Context: an optimization exercise on an open-source flow, tuned for small area. The choices shown serve that exercise and are no tape-out recipe.
RTL that was checked went through simulation tests only; none was proved equivalent to the original.

==> trial 69 <==
==> flow/design.v (excerpt) <==
module cordic_sin_cos (
    input clk, input rst_n,
    input signed [31:0] angle, input pre_vaild,
    output signed [31:0] sin, output signed [31:0] cos, output post_vaild);
clock: 6.0 ns
lec_check: 0
cap_margin: 20
core_margin: 2
core_utilization: 40
slew_margin: 20
standard.sh (not shown) runs the stock make flow with config.mk's settings and CLKGATE_MAP_FILE= SYNTH_SCRIPT=/design/flow/synth_recipe.tcl, a recipe that flattens the netlist after the stock synthesis.
==> flow/flow/run.sh <==
#!/bin/bash
set -euo pipefail
export BUFFER_PORTS_ARGS="-buffer_cell sky130_fd_sc_hd__buf_1"
export CTS_ARGS="-sink_clustering_enable -repair_clock_nets -dont_use_dummy_load -buf_list sky130_fd_sc_hd__clkbuf_8 -sink_clustering_size 20 -sink_clustering_max_diameter 65"
bash standard.sh > standard.log 2>&1
==> inputs of build 81, as changes to trial 69 <==
--- a/flow/design.v
+++ b/flow/design.v
@@ -40,44 +40,58 @@
 wire [12:0] h5 = h1_q1[12:0] + t5;
 wire d5 = ~h5_q2[12];
 wire signed [16:0] hs5 = {{4{h5_q2[12]}}, h5_q2};
 wire [1:0] cm6;
 assign cm6[0] = hs5 >= -17'sd1833;
 assign cm6[1] = hs5 >= 17'sd1833;
 wire d6 = cm6[{d5}];
-wire [1:0] ts7 = {d6,d5};
-wire [10:0] t7 = (ts7 == 2'd0) ? 11'd702 : (ts7 == 2'd1) ? 11'd1132 : (ts7 == 2'd2) ? 11'd916 : 11'd1346;
-wire [10:0] h7 = h5_q2[10:0] + t7;
-wire d7 = ~h7[10];
-wire signed [14:0] hs7 = {{4{h7[10]}}, h7};
-wire [1:0] cm8;
-assign cm8[0] = hs7 >= -15'sd458;
-assign cm8[1] = hs7 >= 15'sd458;
-wire d8 = cm8[{d7}];
-wire [1:0] ts9 = {d8,d7};
-wire [8:0] t9 = (ts9 == 2'd0) ? 9'd175 : (ts9 == 2'd1) ? 9'd283 : (ts9 == 2'd2) ? 9'd229 : 9'd337;
-wire [8:0] h9 = h7[8:0] + t9;
+wire [3:0] cm7;
+assign cm7[0] = hs5 >= -17'sd2750;
+assign cm7[1] = hs5 >= 17'sd916;
+assign cm7[2] = hs5 >= -17'sd916;
+assign cm7[3] = hs5 >= 17'sd2750;
+wire d7 = cm7[{d6,d5}];
+wire [7:0] cm8;
+assign cm8[0] = hs5 >= -17'sd3208;
+assign cm8[1] = hs5 >= 17'sd458;
+assign cm8[2] = hs5 >= -17'sd1374;
+assign cm8[3] = hs5 >= 17'sd2292;
+assign cm8[4] = hs5 >= -17'sd2292;
+assign cm8[5] = hs5 >= 17'sd1374;
+assign cm8[6] = hs5 >= -17'sd458;
+assign cm8[7] = hs5 >= 17'sd3208;
+wire d8 = cm8[{d7,d6,d5}];
+wire [3:0] ts9 = {d8,d7,d6,d5};
+wire [8:0] t9 = (ts9 == 4'd0) ? 9'd365 : (ts9 == 4'd1) ? 9'd283 : (ts9 == 4'd2) ? 9'd67 : (ts9 == 4'd3) ? 9'd497 : (ts9 == 4'd4) ? 9'd473 : (ts9 == 4'd5) ? 9'd391 : (ts9 == 4'd6) ? 9'd175 : (ts9 == 4'd7) ? 9'd93 : (ts9 == 4'd8) ? 9'd419 : (ts9 == 4'd9) ? 9'd337 : (ts9 == 4'd10) ? 9'd121 : (ts9 == 4'd11) ? 9'd39 : (ts9 == 4'd12) ? 9'd15 : (ts9 == 4'd13) ? 9'd445 : (ts9 == 4'd14) ? 9'd229 : 9'd147;
+wire [8:0] h9 = h5_q2[8:0] + t9;
 wire d9 = ~h9_q3[8];
 wire signed [12:0] hs9 = {{4{h9_q3[8]}}, h9_q3};
 wire [1:0] cm10;
 assign cm10[0] = hs9 >= -13'sd115;
 assign cm10[1] = hs9 >= 13'sd115;
 wire d10 = cm10[{d9}];
-wire [1:0] ts11 = {d10,d9};
-wire [6:0] t11 = (ts11 == 2'd0) ? 7'd44 : (ts11 == 2'd1) ? 7'd70 : (ts11 == 2'd2) ? 7'd58 : 7'd84;
-wire [6:0] h11 = h9_q3[6:0] + t11;
-wire d11 = ~h11[6];
-wire signed [10:0] hs11 = {{4{h11[6]}}, h11};
-wire [1:0] cm12;
-assign cm12[0] = hs11 >= -11'sd29;
-assign cm12[1] = hs11 >= 11'sd29;
-wire d12 = cm12[{d11}];
-wire [1:0] ts13 = {d12,d11};
-wire [4:0] t13 = (ts13 == 2'd0) ? 5'd11 : (ts13 == 2'd1) ? 5'd17 : (ts13 == 2'd2) ? 5'd15 : 5'd21;
-wire [4:0] h13 = h11[4:0] + t13;
+wire [3:0] cm11;
+assign cm11[0] = hs9 >= -13'sd172;
+assign cm11[1] = hs9 >= 13'sd58;
+assign cm11[2] = hs9 >= -13'sd58;
+assign cm11[3] = hs9 >= 13'sd172;
+wire d11 = cm11[{d10,d9}];
+wire [7:0] cm12;
+assign cm12[0] = hs9 >= -13'sd201;
+assign cm12[1] = hs9 >= 13'sd29;
+assign cm12[2] = hs9 >= -13'sd87;
+assign cm12[3] = hs9 >= 13'sd143;
+assign cm12[4] = hs9 >= -13'sd143;
+assign cm12[5] = hs9 >= 13'sd87;
+assign cm12[6] = hs9 >= -13'sd29;
+assign cm12[7] = hs9 >= 13'sd201;
+wire d12 = cm12[{d11,d10,d9}];
+wire [3:0] ts13 = {d12,d11,d10,d9};
+wire [4:0] t13 = (ts13 == 4'd0) ? 5'd23 : (ts13 == 4'd1) ? 5'd17 : (ts13 == 4'd2) ? 5'd5 : (ts13 == 4'd3) ? 5'd31 : (ts13 == 4'd4) ? 5'd29 : (ts13 == 4'd5) ? 5'd23 : (ts13 == 4'd6) ? 5'd11 : (ts13 == 4'd7) ? 5'd5 : (ts13 == 4'd8) ? 5'd27 : (ts13 == 4'd9) ? 5'd21 : (ts13 == 4'd10) ? 5'd9 : (ts13 == 4'd11) ? 5'd3 : (ts13 == 4'd12) ? 5'd1 : (ts13 == 4'd13) ? 5'd27 : (ts13 == 4'd14) ? 5'd15 : 5'd9;
+wire [4:0] h13 = h9_q3[4:0] + t13;
 wire d13 = ~h13[4];
 wire signed [8:0] hs13 = {{4{h13[4]}}, h13};
 wire [1:0] cm14;
 assign cm14[0] = hs13 >= -9'sd7;
 assign cm14[1] = hs13 >= 9'sd7;
 wire d14 = cm14[{d13}];
 wire [3:0] cm15;
@@ -525,22 +539,17 @@
 assign yh14[17] = y13_q6[17] ^ yh14_t ^ yh14_c[17];
 assign yh14_c[18] = yh14_t ? ((y13_q6[17]) | yh14_c[17]) : ((y13_q6[17]) & yh14_c[17]);
 wire f13 = d13_q6 ^ d14_q6;
 wire [17:0] y14 = yh14 ^ {18{f13}};
 wire [18:0] x15_c;
 wire [17:0] x15;
 assign x15_c[0] = d14_q6;
-assign x15[0] = x14[0] ^ ~y14[14] ^ x15_c[0];
-assign x15_c[1] = (x14[0] & ~y14[14]) | (x14[0] & x15_c[0]) | (~y14[14] & x15_c[0]);
-assign x15[1] = x14[1] ^ ~y14[15] ^ x15_c[1];
-assign x15_c[2] = (x14[1] & ~y14[15]) | (x14[1] & x15_c[1]) | (~y14[15] & x15_c[1]);
-assign x15[2] = x14[2] ^ ~y14[16] ^ x15_c[2];
-assign x15_c[3] = (x14[2] & ~y14[16]) | (x14[2] & x15_c[2]) | (~y14[16] & x15_c[2]);
-assign x15[3] = x14[3] ^ ~y14[17] ^ x15_c[3];
-assign x15_c[4] = (x14[3] & ~y14[17]) | (x14[3] & x15_c[3]) | (~y14[17] & x15_c[3]);
+wire [4:0] x15_l = {1'b0, x14[3], x14[2], x14[1], x14[0]} + {1'b0, ~y14[17], ~y14[16], ~y14[15], ~y14[14]} + d14_q6;
+assign x15[3:0] = x15_l[3:0];
+assign x15_c[4] = x15_l[4];
 wire x15_t = ~y14[17];
 assign x15[4] = x14[4] ^ x15_t ^ x15_c[4];
 wire x15_lc5 = x15_t ? (x14[4] | x15_c[4]) : (x14[4] & x15_c[4]);
 assign x15[5] = x14[5] ^ x15_t ^ x15_lc5;
 wire x15_lc6 = x15_t ? (x14[5] | x15_lc5) : (x14[5] & x15_lc5);
 assign x15[6] = x14[6] ^ x15_t ^ x15_lc6;
 wire x15_lc7 = x15_t ? (x14[6] | x15_lc6) : (x14[6] & x15_lc6);
@@ -565,22 +574,17 @@
 assign x15[16] = x14[16] ^ x15_t ^ x15_c[16];
 wire x15_lc17 = x15_t ? (x14[16] | x15_c[16]) : (x14[16] & x15_c[16]);
 assign x15[17] = x14[17] ^ x15_t ^ x15_lc17;
 assign x15_c[18] = x15_t ? ((x14[16] | x14[17]) | x15_c[16]) : ((x14[16] & x14[17]) & x15_c[16]);
 wire [18:0] yh15_c;
 wire [17:0] yh15;
 assign yh15_c[0] = 1'b0;
-assign yh15[0] = y14[0] ^ x14[14] ^ yh15_c[0];
-assign yh15_c[1] = (y14[0] & x14[14]) | (y14[0] & yh15_c[0]) | (x14[14] & yh15_c[0]);
-assign yh15[1] = y14[1] ^ x14[15] ^ yh15_c[1];
-assign yh15_c[2] = (y14[1] & x14[15]) | (y14[1] & yh15_c[1]) | (x14[15] & yh15_c[1]);
-assign yh15[2] = y14[2] ^ x14[16] ^ yh15_c[2];
-assign yh15_c[3] = (y14[2] & x14[16]) | (y14[2] & yh15_c[2]) | (x14[16] & yh15_c[2]);
-assign yh15[3] = y14[3] ^ x14[17] ^ yh15_c[3];
-assign yh15_c[4] = (y14[3] & x14[17]) | (y14[3] & yh15_c[3]) | (x14[17] & yh15_c[3]);
+wire [4:0] yh15_l = {1'b0, y14[3], y14[2], y14[1], y14[0]} + {1'b0, x14[17], x14[16], x14[15], x14[14]} + 1'b0;
+assign yh15[3:0] = yh15_l[3:0];
+assign yh15_c[4] = yh15_l[4];
 wire yh15_t = x14[17];
 assign yh15[4] = y14[4] ^ yh15_t ^ yh15_c[4];
 wire yh15_lc5 = yh15_t ? (y14[4] | yh15_c[4]) : (y14[4] & yh15_c[4]);
 assign yh15[5] = y14[5] ^ yh15_t ^ yh15_lc5;
 wire yh15_lc6 = yh15_t ? (y14[5] | yh15_lc5) : (y14[5] & yh15_lc5);
 assign yh15[6] = y14[6] ^ yh15_t ^ yh15_lc6;
 wire yh15_lc7 = yh15_t ? (y14[6] | yh15_lc6) : (y14[6] & yh15_lc6);
@@ -608,29 +612,19 @@
 assign yh15_c[18] = yh15_t ? ((y14[16] | y14[17]) | yh15_c[16]) : ((y14[16] & y14[17]) & yh15_c[16]);
 wire f14 = ~d14_q6;
 wire [17:0] y15 = yh15 ^ {18{f14}};
 wire [17:0] x15n = x15 ^ {18{s_q6}};
 wire signed [3:0] v15 = {y15_q7[17], y15_q7[17:15]};
 wire signed [3:0] e15 = d15_q7 ? v15 : -v15;
 wire signed [3:0] g15 = s_q7 ? (4'sd1 + e15) : -e15;
-wire [4:0] c16_l = {1'b0, x15n_q7[3:0]} + {1'b0, g15[3:0]};
-wire [13:0] c16_p = x15n_q7[17:4] + 14'd1;
-wire [13:0] c16_m = x15n_q7[17:4] - 14'd1;
-wire c16_inc = c16_l[4] & ~g15[3];
-wire c16_dec = ~c16_l[4] & g15[3];
-wire [17:0] c16 = {c16_inc ? c16_p : (c16_dec ? c16_m : x15n_q7[17:4]), c16_l[3:0]};
+wire [17:0] c16 = x15n_q7 + {{14{g15[3]}}, g15};
 wire [2:0] xt15 = x15n_q7[17:15] ^ {3{s_q7}};
 wire signed [3:0] u15 = {xt15[2], xt15};
 wire signed [3:0] w15 = d15_q7 ? u15 : -u15;
-wire [4:0] y16_l = {1'b0, y15_q7[3:0]} + {1'b0, w15[3:0]};
-wire [13:0] y16_p = y15_q7[17:4] + 14'd1;
-wire [13:0] y16_m = y15_q7[17:4] - 14'd1;
-wire y16_inc = y16_l[4] & ~w15[3];
-wire y16_dec = ~y16_l[4] & w15[3];
-wire [17:0] y16 = {y16_inc ? y16_p : (y16_dec ? y16_m : y15_q7[17:4]), y16_l[3:0]};
+wire [17:0] y16 = y15_q7 + {{14{w15[3]}}, w15};
 reg [16:0] h1_q1;
 always @(posedge clk) h1_q1 <= h1;
 reg [12:0] h5_q2;
 always @(posedge clk) h5_q2 <= h5;
 reg [8:0] h9_q3;
 always @(posedge clk) h9_q3 <= h9;
 reg d4_q2;
==> flow/flow/run.sh (replaced) <==
#!/bin/bash
set -euo pipefail
export BUFFER_PORTS_ARGS="-buffer_cell sky130_fd_sc_hd__buf_1"
export CTS_ARGS="-sink_clustering_enable -repair_clock_nets -dont_use_dummy_load -buf_list sky130_fd_sc_hd__clkbuf_8 -sink_clustering_size 20 -sink_clustering_max_diameter 50"
bash standard.sh > standard.log 2>&1
==> notes <==
Build 81 ran to the end with no violations. Trial 69 went through all stages and came out clean. Global-route usage: trial 69 is lower than build 81 (0.57 points). In trial 69 the core utilization is lower than in build 81, by 0.61 points. In trial 69 the critical path depth is higher than in build 81, by 7. In trial 69 the synthesized cell count is smaller than in build 81, by about 2.3%. Of trial 69 and build 81, trial 69 has the higher first-iteration DRC count (gap about 9%, measured against build 81). Against trial 69, the worst setup slack of build 81 is worse by 0.14 ns. Against build 81, the die area of trial 69 is smaller by about 1.4%.
Only the layout flow was run in trial 69; the RTL was not checked for function there.

-- separate check: timing with driven ports --
The flow's constraints put no driver on any port. The routed layouts listed below were extracted and timed again, unchanged, in two steps.
Step 1, drivers: a clkbuf_16 drives clk and a buf_2 each remaining input, both assumed.
Step 2, shift: input delay + t, output delay - t, t = (earliest + latest rising clock arrival at the registers) / 2. This alone moves slack from input paths to output paths.
Three values: no drivers, after step 1, after step 2; two values: the first two.
run | t (ns) | setup slack, ns | worst setup path at the end | slew at the worst register clock pin (ns) | worst slew at a driven data input, ns
trial 69 | 0.643 | 0.388 / 0.388 / 0.388 | register to register | 0.11 / 0.11 | 0.03
build 81 | 0.636 | 0.243 / 0.188 / 0.366 | register to register | 0.08 / 0.08 | 0.03
After both steps setup and hold are still met in every run listed.
